Background: an optimization exercise with open tools, aiming at small area and a short achievable clock period. Do not read the settings as production practice. Only simulation tests tie the RTL to the original design; equivalence was not proved. Power figures rest on the tool's default switching activity, not on a simulated workload.

Design balance_cntrl, start of the top module:
module balance_cntrl
# (parameter fast_sim=1)
(
input clk, rst_n,
input vld, pwr_up, rider_off,
input logic signed [15:0] ptch,
input logic signed [15:0] ptch_rt,
input logic [11:0] steer_pot,
input logic en_steer,
output logic signed [11:0] lft_spd,
output logic signed [11:0] rght_spd,
output logic too_fast
);
logic signed [17:0] integrator;
logic [17:0] integrator_in;
logic [7:0] ss_tmr;
PID PID_balance (.clk(clk), .rst_n(rst_n), .pwr_up(pwr_up), .integrator_in(integrator_in),
                 .integrator(integrator), .ss_tmr(ss_tmr));
SegwayMath SegwayMath_balance (.vld(vld), .pwr_up(pwr_up), .rider_off(rider_off), .ptch(ptch),
                 .ptch_rt(ptch_rt), .steer_pot(steer_pot), .en_steer(en_steer),
                 .integrator(integrator), .ss_tmr(ss_tmr), .integrator_in(integrator_in),
                 .lft_spd(lft_spd), .rght_spd(rght_spd), .too_fast(too_fast));
endmodule
export LEC_CHECK = 0
export ABC_AREA = 1
export CAP_MARGIN = 20
export CORE_MARGIN = 2
export CORE_UTILIZATION = 65
export SLEW_MARGIN = 20
create_clock -name core_clock -period 35.0 [get_ports {clk}]
standard.sh (not shown) runs the stock make flow with config.mk's settings and CLKGATE_MAP_FILE= SYNTH_SCRIPT=/design/flow/synth_recipe.tcl, a recipe that flattens the netlist after the stock synthesis.
==> flow/flow/run.sh <==
#!/bin/bash
# Layout flow: the standard synthesis, then an inverter clean-up around the
# full-adder cells (polarity.py) and a re-map of the remaining gates
# (remap.tcl, ABC area script), then the standard layout steps with plain
# buf_1 port buffers and a setup-repair target of MARGIN ns.
set -euo pipefail
MARGIN=8
R=orfs/results/sky130hd/balance_cntrl/base
bash standard.sh  synth > 1_standard_synth.log 2>&1
cp $R/1_2_yosys.v std_1_2_yosys.v
python3 flow/polarity.py std_1_2_yosys.v pol.v > 2_polarity.log 2>&1
export REMAP_LIB=$FLOW_HOME/platforms/sky130hd/lib/sky130_fd_sc_hd__tt_025C_1v80.lib
export REMAP_DONT_USE="$(sed -n '/DONT_USE_CELLS += /,/^$/p' $FLOW_HOME/platforms/sky130hd/config.mk | grep -o 'sky130_fd_sc_hd__[a-z0-9_]*' | tr '\n' ' ')"
STA=$(dirname $(command -v openroad))/sta
best=""; bestm=""
for s in flow/abc_*.script; do
  k=$(basename $s .script)
  REMAP_IN=pol.v REMAP_OUT=remap_$k.v REMAP_ABC_SCRIPT=$s yosys -c flow/remap.tcl > 3_remap_$k.log 2>&1 || continue
  PICK_NET=remap_$k.v PICK_LIB=$REMAP_LIB PICK_SDC=constraint.sdc $STA -no_init -exit flow/pick.tcl > 3_pick_$k.log 2>&1 || continue
  line=$(grep '^PICK' 3_pick_$k.log) || continue
  m=$(echo "$line" | awk '{print $3 * (37.5 - $5 * 1e9)}')
  echo "$k $line metric $m" >> 3_pick_summary.log
  if [ -z "$bestm" ] || awk "BEGIN {exit !($m < $bestm)}"; then best=$k; bestm=$m; fi
done
echo "chosen $best" >> 3_pick_summary.log
cp remap_$best.v remap.v
cp remap.v $R/1_2_yosys.v
rm -f $R/1_synth.odb $R/1_synth.sdc
ARGS=( "BUFFER_PORTS_ARGS=-buffer_cell sky130_fd_sc_hd__buf_1")
if [ "$MARGIN" != "none" ]; then
  ARGS+=("SETUP_SLACK_MARGIN=$MARGIN")
fi
bash standard.sh "${ARGS[@]}" finish > 4_standard_finish.log 2>&1
Other scripts of this flow, unchanged in this note and not shown: flow/flow/abc_a.script, flow/flow/abc_b.script, flow/flow/abc_c.script, flow/flow/abc_e.script, flow/flow/abc_f.script, flow/flow/pick.tcl, flow/flow/polarity.py, flow/flow/remap.tcl
==> next run, changes <==
--- a/flow/flow/run.sh
+++ b/flow/flow/run.sh
@@ -6,3 +6,3 @@
 set -euo pipefail
-MARGIN=8
+MARGIN=11
 R=orfs/results/sky130hd/balance_cntrl/base
The new run completed with no timing, DRC or antenna violations.
Via count goes up by roughly a tenth.
Die area is unchanged.
Total power grows by well over a third.
Critical path depth shrinks by 6.
Maximum frequency came out higher by a few percent.
Wire length grows by about a fifth.
Final area went up by about a fifth.
Sequential share of layout area shrinks by 1.6 points.
Utilization rose by 12 points.
Non-clock buffer count climbs by 82.
==> next run, changes <==
--- a/flow/config.mk
+++ b/flow/config.mk
@@ -10,3 +10,3 @@
 export CORE_MARGIN = 2
-export CORE_UTILIZATION = 65
+export CORE_UTILIZATION = 75
 export SLEW_MARGIN = 20
The new run stopped in global routing.
Area after synthesis stays the same.
Synthesized cell count is unchanged.
==> next run, changes <==
--- a/flow/flow/run.sh
+++ b/flow/flow/run.sh
@@ -6,3 +6,3 @@
 set -euo pipefail
-MARGIN=11
+MARGIN=9.5
 R=orfs/results/sky130hd/balance_cntrl/base
@@ -29,2 +29,7 @@
 ARGS=( "BUFFER_PORTS_ARGS=-buffer_cell sky130_fd_sc_hd__buf_1")
+LATE=0
+if [ "$LATE" = "1" ]; then
+  # floorplan (and its first sizing pass) without the setup-repair target
+  bash standard.sh "${ARGS[@]}" floorplan > 4_standard_floorplan.log 2>&1
+fi
 if [ "$MARGIN" != "none" ]; then
--- a/flow/config.mk
+++ b/flow/config.mk
@@ -10,3 +10,4 @@
 export CORE_MARGIN = 2
-export CORE_UTILIZATION = 75
+export CORE_UTILIZATION = 70
+export PLACE_DENSITY = 0.8
 export SLEW_MARGIN = 20
Effect: This time the run went through all stages and came out clean; synthesized area stays the same; synthesized cell count stays the same.
==> next run, changes <==
--- a/flow/flow/run.sh
+++ b/flow/flow/run.sh
@@ -28,3 +28,3 @@
 rm -f $R/1_synth.odb $R/1_synth.sdc
-ARGS=( "BUFFER_PORTS_ARGS=-buffer_cell sky130_fd_sc_hd__buf_1")
+ARGS=( "BUFFER_PORTS_ARGS=-buffer_cell sky130_fd_sc_hd__buf_1" RECOVER_POWER=100)
 LATE=0
--- a/flow/config.mk
+++ b/flow/config.mk
@@ -11,3 +11,2 @@
 export CORE_UTILIZATION = 70
-export PLACE_DENSITY = 0.8
 export SLEW_MARGIN = 20
Effect:
- The new run finished with capacitance limit, slew limit left
- worst hold slack is better by 0.0038 ns
- wire length barely changes
- clock-buffer cell count stays the same
- total power fell by 1.8%
- cell count does not change
- via count rose by about 0.5%
- worst setup slack is worse by 1.9 ns
==> next run, changes <==
--- a/flow/flow/run.sh
+++ b/flow/flow/run.sh
@@ -28,3 +28,3 @@
 rm -f $R/1_synth.odb $R/1_synth.sdc
-ARGS=( "BUFFER_PORTS_ARGS=-buffer_cell sky130_fd_sc_hd__buf_1" RECOVER_POWER=100)
+ARGS=( "BUFFER_PORTS_ARGS=-buffer_cell sky130_fd_sc_hd__buf_1")
 LATE=0
=>
- The changed run completed without violations
- count of clock-buffer cells in the layout does not change
- hold slack gets worse by 0.0038 ns
- routed wire length is about the same
- design area went up by 1.5%
- non-clock buffer count does not change
- first-iteration DRC count went down by about 3.2%

re-timing with driven ports:
In the flow no input, the clock included, has a driving cell. The finished layouts below were timed again as built, in two steps.
Step 1 (the two cells are an assumption about what drives the block):
set clk [get_ports {clk}]
set_driving_cell -lib_cell sky130_fd_sc_hd__clkbuf_16 $clk
set_driving_cell -lib_cell sky130_fd_sc_hd__buf_2 [delete_from_list [all_inputs] $clk]
Step 2 moves the port delays by t, midway between the first and last clock arrival at a register: inputs arrive t later, outputs are due t later. That takes back most of the time a late clock gives input paths.
a / b / c = ideal ports / drivers / drivers and shift; a / b = the first two.
| run | shift t [ns] | setup WS [ns] | latest minus earliest clock arrival (ns) | cell pins on the clock port's net |
|---|---|---|---|---|
| the first run | 0.308 | 9.346 / 9.325 / 9.325 | 0.005 / 0.006 | 1 |
| the second run | 0.309 | 10.885 / 10.844 / 10.844 | 0.005 / 0.004 | 1 |
| the fourth run | 0.316 | 10.250 / 10.224 / 10.224 | 0.013 / 0.012 | 1 |
| the fifth run | 0.315 | 8.313 / 8.288 / 8.288 | 0.006 / 0.006 | 1 |
| the sixth run | 0.316 | 10.250 / 10.224 / 10.224 | 0.013 / 0.012 | 1 |
For the second run, which loses most, drivers alone change the setup slack by -0.041 ns; drivers and shift together by -0.041 ns.
